What follows belongs to an exercise in optimizing a design on an open flow for small area and a short achievable clock period; a production flow would make more cautious choices. The RTL was checked by simulation tests, not by an equivalence proof against the original design. The clock port is modelled as an ideal driver; clocking choices that lean on that would not hold on a real chip. Power and IR drop assume default switching activity.

## fp16_mult
module fp16_mult (
  input wire clk, reset,
  input wire [15:0] a, b,
  output reg [15:0] result
);
Size: roughly 490 cells after synthesis.
export LEC_CHECK = 0
export CAP_MARGIN = 20
export CORE_MARGIN = 2
export CORE_UTILIZATION = 60
export SETUP_SLACK_MARGIN = 3.0
export SLEW_MARGIN = 20
create_clock -name core_clock -period 5.5 [get_ports {clk}]
standard.sh (not shown) runs the stock make flow with config.mk's settings and CLKGATE_MAP_FILE= SYNTH_SCRIPT=/design/flow/synth_recipe.tcl, a recipe that flattens the netlist after the stock synthesis.
==> flow/flow/run.sh <==
#!/bin/bash
# Own layout flow: the standard ORFS flow (standard.sh) with
#  - port buffers of a chosen cell (every input and output port still gets one),
#  - a clock tree of clkbuf cells without dummy loads,
set -euo pipefail
HERE=$(cd "$(dirname "$0")" && pwd)
S=sky130_fd_sc_hd__
export BUFFER_PORTS_ARGS="-buffer_cell ${S}buf_1"
export CTS_ARGS="-sink_clustering_enable -repair_clock_nets -dont_use_dummy_load -buf_list {${S}clkbuf_8} -sink_clustering_size 12"
export SKEW_GROUPS="{q0_* 20 ${S}clkdlybuf4s25_1 ${S}clkbuf_8} {pr* 20 ${S}clkdlybuf4s25_1 ${S}clkbuf_8}"
export POST_CTS_TCL="$HERE/post_cts.tcl"
export PRE_GLOBAL_ROUTE_TCL="$HERE/pre_grt.tcl"
export SKEW_MARGIN=${SKEW_MARGIN:-3.45}
bash standard.sh > flow_make.log 2>&1
==> flow/flow/post_cts.tcl <==
# POST_CTS hook: add the useful-skew clock buffers (skew.tcl), then legalise and repair
# setup and hold as cts.tcl does after clock tree synthesis, now with the setup margin
# SKEW_MARGIN (the stages are balanced only from here on).
source [file join [file dirname [info script]] skew.tcl]
if { [info exists ::env(SKEW_MARGIN)] } { set ::env(SETUP_SLACK_MARGIN) $::env(SKEW_MARGIN) }
estimate_parasitics -placement
detailed_placement
estimate_parasitics -placement
repair_timing_helper
detailed_placement
check_placement -verbose
==> flow/flow/pre_grt.tcl <==
# PRE_GLOBAL_ROUTE hook: repair after global routing with the setup margin SKEW_MARGIN.
if { [info exists ::env(SKEW_MARGIN)] } { set ::env(SETUP_SLACK_MARGIN) $::env(SKEW_MARGIN) }
==> flow/flow/skew.tcl <==

proc skew_root_net { } {
  set clk_net [get_nets clk]
  foreach pin [get_pins -of_objects $clk_net] {
    set inst [get_cells -of_objects $pin]
    if { [string match *clkbuf* [get_property $inst ref_name]] } {
      return [get_nets -of_objects [get_pins [get_full_name $inst]/X]]
    }
  }
  error "skew: no root clock buffer on net clk"
}

# returns the list of chain-head nets (net after the first cell of each cluster's chain)
proc skew_cluster_group { root pattern maxregs cells } {
  set block [ord::get_db_block]
  set regs {}
  foreach inst [$block getInsts] {
    if { ![string match $pattern [$inst getName]] } { continue }
    if { [$inst findITerm CLK] == "NULL" } { continue }
    set loc [$inst getLocation]
    lappend regs [list [$inst getName] [lindex $loc 0] [lindex $loc 1]]
  }
  set n [llength $regs]
  if { $n == 0 } { return {} }
  set k [expr {($n + $maxregs - 1) / $maxregs}]
  set regs [lsort -integer -index 1 $regs]
  set per [expr {($n + $k - 1) / $k}]
  set dbu [$block getDbUnitsPerMicron]
  set tag [string map {* x ? x [ x ] x} $pattern]
  set heads {}
  for { set c 0 } { $c < $k } { incr c } {
    set chunk [lrange $regs [expr {$c * $per}] [expr {($c + 1) * $per - 1}]]
    if { [llength $chunk] == 0 } { continue }
    set sx 0; set sy 0; set pins {}
    foreach r $chunk {
      set sx [expr {$sx + [lindex $r 1]}]
      set sy [expr {$sy + [lindex $r 2]}]
      lappend pins [get_pins "[lindex $r 0]/CLK"]
    }
    set x [expr {double($sx) / [llength $chunk] / $dbu}]
    set y [expr {double($sy) / [llength $chunk] / $dbu}]
    set cur [get_full_name $root]
    set i 0
    set chain {}
    foreach cell $cells {
      set bname "skewbuf_${tag}_${c}_$i"
      set nname "skewnet_${tag}_${c}_$i"
      set extra {}
      if { $i == 0 } { set extra -load_pins_on_diff_nets }
      insert_buffer -buffer_cell $cell -net [get_nets $cur] -load_pins $pins \
        {*}$extra -location [list $x $y] -buffer_name $bname -net_name $nname
      set cur $nname
      incr i
    }
    puts "skew: $pattern cluster $c: [llength $chunk] registers behind $cells"
  }
  return $heads
}

# add one delay cell right before the last cell of every chain of the group
proc skew_add_step { pattern cell } {
  set block [ord::get_db_block]
  set tag [string map {* x ? x [ x ] x} $pattern]
  set done 0
  foreach inst [$block getInsts] {
    set nm [$inst getName]
    if { ![string match "skewbuf_${tag}_*" $nm] } { continue }
    # the last cell of a chain drives the registers: its output net has a CLK load
    set xnet [[$inst findITerm X] getNet]
    set drives_regs 0
    foreach it [$xnet getITerms] {
      if { [[$it getMTerm] getName] == "CLK" } { set drives_regs 1; break }
    }
    if { !$drives_regs } { continue }
    set anet [[$inst findITerm A] getNet]
    set loc [$inst getLocation]
    set dbu [$block getDbUnitsPerMicron]
    global skew_step_count
    incr skew_step_count
    insert_buffer -buffer_cell $cell -net [get_nets [$anet getName]] \
      -load_pins [get_pins "$nm/A"] \
      -location [list [expr {double([lindex $loc 0]) / $dbu}] [expr {double([lindex $loc 1]) / $dbu}]] \
      -buffer_name "skewstep_${tag}_$skew_step_count" -net_name "skewstepnet_${tag}_$skew_step_count"
    incr done
  }
  return $done
}

proc skew_worst { pattern } {
  set pins [get_pins -quiet "$pattern/D"]
  if { [llength $pins] == 0 } { return 1e9 }
  set w 1e9
  foreach p $pins {
    set s [get_property $p slack_max]
    if { $s < $w } { set w $s }
  }
  return $w
}

proc skew_remove_idle_clock_buffers { } {
  set block [ord::get_db_block]
  set again 1
  while { $again } {
    set again 0
    foreach inst [$block getInsts] {
      if { ![string match *clkbuf* [[$inst getMaster] getName]] } { continue }
      set x [$inst findITerm X]
      if { $x == "NULL" } { continue }
      set net [$x getNet]
      if { $net == "NULL" } { continue }
      if { [llength [$net getITerms]] == 1 && [llength [$net getBTerms]] == 0 } {
        puts "skew: removing idle clock buffer [$inst getName]"
        set nname [$net getName]
        delete_instance [get_cells [$inst getName]]
        delete_net [get_nets $nname]
        set again 1
        break
      }
    }
  }
}

set skew_step_count 0
set skew_root [skew_root_net]
foreach g $::env(SKEW_GROUPS) {
  skew_cluster_group $skew_root [lindex $g 0] [lindex $g 1] [lrange $g 2 end]
}
skew_remove_idle_clock_buffers

# stage endpoints: A ends at q0_*, B at pr*, C at result*
# the step cell: a slow delay cell while the stages are far apart, a small buffer near balance
proc skew_step { pattern gap } {
  if { $gap > 0.5 } {
    skew_add_step $pattern sky130_fd_sc_hd__clkdlybuf4s25_1
  } else {
    skew_add_step $pattern sky130_fd_sc_hd__clkbuf_1
  }
}
for { set it 0 } { $it < 16 } { incr it } {
  estimate_parasitics -placement
  set sa [skew_worst {q0_*}]
  set sb [skew_worst {pr*}]
  set sc [skew_worst {result*}]
  puts [format "skew: step %d slacks A %.3f B %.3f C %.3f" $it $sa $sb $sc]
  set small 0.09
  if { $sa <= $sb && $sa <= $sc } {
    if { $sb - $small > $sa + 0.02 } {
      skew_step {q0_*} [expr {$sb - $sa}]
    } elseif { $sc - $small > $sa + 0.02 } {
      skew_step {pr*} [expr {$sc - $sa}]
    } else {
      break
    }
  } elseif { $sb <= $sc && $sc - $small > $sb + 0.02 } {
    skew_step {pr*} [expr {$sc - $sb}]
  } else {
    break
  }
}
The baseline completed without violations.
Next try:
--- a/flow/flow/run.sh
+++ b/flow/flow/run.sh
@@ -13 +13 @@
-export SKEW_MARGIN=${SKEW_MARGIN:-3.45}
+export SKEW_MARGIN=${SKEW_MARGIN:-3.6}
Settings changed: CORE_UTILIZATION 60 to 50.
- clock skew increases by 0.010 ns
- via count rises by 2.0%
- final area increases by 4.5%
- wire length came out higher by 4.5%
- sequential share of layout area goes down by 1.4 points
- total power came out higher by 6.0%
- setup slack is better by 0.019 ns
- global-route usage fell by 3.6 points
- maximum frequency rose by 0.96%
- hold slack is better by 0.016 ns
Next try:
--- a/flow/flow/run.sh
+++ b/flow/flow/run.sh
@@ -13 +13 @@
-export SKEW_MARGIN=${SKEW_MARGIN:-3.6}
+export SKEW_MARGIN=${SKEW_MARGIN:-3.5}
Settings changed: CORE_UTILIZATION 50 to 60.
Effect: The changed run went through all stages and came out clean. Worst hold slack is better by 0.018 ns. Routed wire length decreases by 3.3%. Fmax shrinks by 0.76%. Register-to-register slack gets worse by 0.03 ns. Via count drops by 0.98%. Critical path depth does not change. Sequential cell count stays the same. Global-route usage increases by 2.9 points.
Next try:
--- a/flow/flow/run.sh
+++ b/flow/flow/run.sh
@@ -12,2 +11,0 @@
-export PRE_GLOBAL_ROUTE_TCL="$HERE/pre_grt.tcl"
-export SKEW_MARGIN=${SKEW_MARGIN:-3.5}
==> flow/flow/post_cts.tcl (replaced) <==
# POST_CTS hook: add the useful-skew clock buffers (skew.tcl), then legalise and repair
# setup and hold as cts.tcl does after clock tree synthesis.
source [file join [file dirname [info script]] skew.tcl]
estimate_parasitics -placement
detailed_placement
estimate_parasitics -placement
repair_timing_helper
detailed_placement
check_placement -verbose
--- a/flow/flow/skew.tcl
+++ b/flow/flow/skew.tcl
@@ -131,9 +131,4 @@
-# the step cell: a slow delay cell while the stages are far apart, a small buffer near balance
-proc skew_step { pattern gap } {
-  if { $gap > 0.5 } {
-    skew_add_step $pattern sky130_fd_sc_hd__clkdlybuf4s25_1
-  } else {
-    skew_add_step $pattern sky130_fd_sc_hd__clkbuf_1
-  }
-}
-for { set it 0 } { $it < 16 } { incr it } {
+set step_cell sky130_fd_sc_hd__clkbuf_1
+if { [info exists ::env(SKEW_STEP)] } { set step_cell $::env(SKEW_STEP) }
+set step_est 0.09
+for { set it 0 } { $it < 12 } { incr it } {
@@ -145 +139,0 @@
-  set small 0.09
@@ -147,4 +141,4 @@
-    if { $sb - $small > $sa + 0.02 } {
-      skew_step {q0_*} [expr {$sb - $sa}]
-    } elseif { $sc - $small > $sa + 0.02 } {
-      skew_step {pr*} [expr {$sc - $sa}]
+    if { $sb - $step_est > $sa + 0.02 } {
+      skew_add_step {q0_*} $step_cell
+    } elseif { $sc - $step_est > $sa + 0.02 } {
+      skew_add_step {pr*} $step_cell
@@ -154,2 +148,2 @@
-  } elseif { $sb <= $sc && $sc - $small > $sb + 0.02 } {
-    skew_step {pr*} [expr {$sc - $sb}]
+  } elseif { $sb <= $sc && $sc - $step_est > $sb + 0.02 } {
+    skew_add_step {pr*} $step_cell
removed: flow/flow/pre_grt.tcl
What happened:
- combinational power shrinks by about 10%
- global-route usage grows by 0.87 points
- final cell count shrinks by 0.60%
- hold slack barely changes
Next try:
--- a/flow/flow/run.sh
+++ b/flow/flow/run.sh
@@ -11,0 +12,2 @@
+export PRE_GLOBAL_ROUTE_TCL="$HERE/pre_grt.tcl"
+export SKEW_MARGIN=${SKEW_MARGIN:-3.5}
--- a/flow/flow/post_cts.tcl
+++ b/flow/flow/post_cts.tcl
@@ -2 +2,2 @@
-# setup and hold as cts.tcl does after clock tree synthesis.
+# setup and hold as cts.tcl does after clock tree synthesis, now with the setup margin
+# SKEW_MARGIN (the stages are balanced only from here on).
@@ -3,0 +5 @@
+if { [info exists ::env(SKEW_MARGIN)] } { set ::env(SETUP_SLACK_MARGIN) $::env(SKEW_MARGIN) }
==> flow/flow/pre_grt.tcl (new file) <==
# PRE_GLOBAL_ROUTE hook: repair after global routing with the setup margin SKEW_MARGIN.
if { [info exists ::env(SKEW_MARGIN)] } { set ::env(SETUP_SLACK_MARGIN) $::env(SKEW_MARGIN) }
--- a/flow/flow/skew.tcl
+++ b/flow/flow/skew.tcl
@@ -131,4 +131,9 @@
-set step_cell sky130_fd_sc_hd__clkbuf_1
-if { [info exists ::env(SKEW_STEP)] } { set step_cell $::env(SKEW_STEP) }
-set step_est 0.09
-for { set it 0 } { $it < 12 } { incr it } {
+# the step cell: a slow delay cell while the stages are far apart, a small buffer near balance
+proc skew_step { pattern gap } {
+  if { $gap > 0.5 } {
+    skew_add_step $pattern sky130_fd_sc_hd__clkdlybuf4s25_1
+  } else {
+    skew_add_step $pattern sky130_fd_sc_hd__clkbuf_1
+  }
+}
+for { set it 0 } { $it < 16 } { incr it } {
@@ -139,0 +145 @@
+  set small 0.09
@@ -141,4 +147,4 @@
-    if { $sb - $step_est > $sa + 0.02 } {
-      skew_add_step {q0_*} $step_cell
-    } elseif { $sc - $step_est > $sa + 0.02 } {
-      skew_add_step {pr*} $step_cell
+    if { $sb - $small > $sa + 0.02 } {
+      skew_step {q0_*} [expr {$sb - $sa}]
+    } elseif { $sc - $small > $sa + 0.02 } {
+      skew_step {pr*} [expr {$sc - $sa}]
@@ -148,2 +154,2 @@
-  } elseif { $sb <= $sc && $sc - $step_est > $sb + 0.02 } {
-    skew_add_step {pr*} $step_cell
+  } elseif { $sb <= $sc && $sc - $small > $sb + 0.02 } {
+    skew_step {pr*} [expr {$sc - $sb}]
Settings changed: CORE_UTILIZATION 60 to 50.
What happened: Cell area is higher by a few percent. Worst setup slack gets better by 0.12 ns. Global-route usage is lower by 4.1 points. Final cell count is higher by a few percent. Core utilization is lower by 9.9 points. Sequential share of layout area is lower by 1.1 points. Wire length is higher by a few percent. Sequential cell count is unchanged. Power is higher by a few percent. Critical path depth is lower by 5.
Next try:
--- a/flow/flow/run.sh
+++ b/flow/flow/run.sh
@@ -13 +13 @@
-export SKEW_MARGIN=${SKEW_MARGIN:-3.5}
+export SKEW_MARGIN=${SKEW_MARGIN:-3.4}
=> Hold slack improves by 0.043 ns; final area decreases by about 3%; sequential power stays flat.

==> static timing again, ports no longer ideal <==
How much do the figures lean on ideal ports? The routed layouts below were timed once more, with nothing changed but the port constraints.
Step 1: set_driving_cell puts a clkbuf_16 on clk and a buf_2 on each other input, an assumption about the parent block.
Step 2, shift: input delay + t, output delay - t, t = (earliest + latest rising clock arrival at the registers) / 2. This alone moves slack from input paths to output paths.
Three values: ideal, step 1, step 2; two values: the first two.
run	t (ns)	setup slack, ns	latest minus earliest clock arrival (ns)	slew at the worst register clock pin (ns)
the first run	0.663	3.489 / 3.468 / 2.984	0.605 / 0.605	0.11 / 0.11
the second run	0.676	3.508 / 3.475 / 2.987	0.615 / 0.615	0.10 / 0.10
the third run	0.653	3.492 / 3.463 / 3.000	0.574 / 0.574	0.11 / 0.11
the fourth run	0.656	3.385 / 3.385 / 3.000	0.574 / 0.575	0.11 / 0.11
the fifth run	0.687	3.507 / 3.475 / 2.977	0.636 / 0.636	0.10 / 0.10
the sixth run	0.661	3.425 / 3.425 / 3.004	0.583 / 0.583	0.10 / 0.10
Clock arrivals are far apart in every run listed, so t is only a midpoint there and step 2 fits no single register. For the fifth run, which loses most, drivers alone change the setup slack by -0.032 ns; drivers and shift together by -0.530 ns.
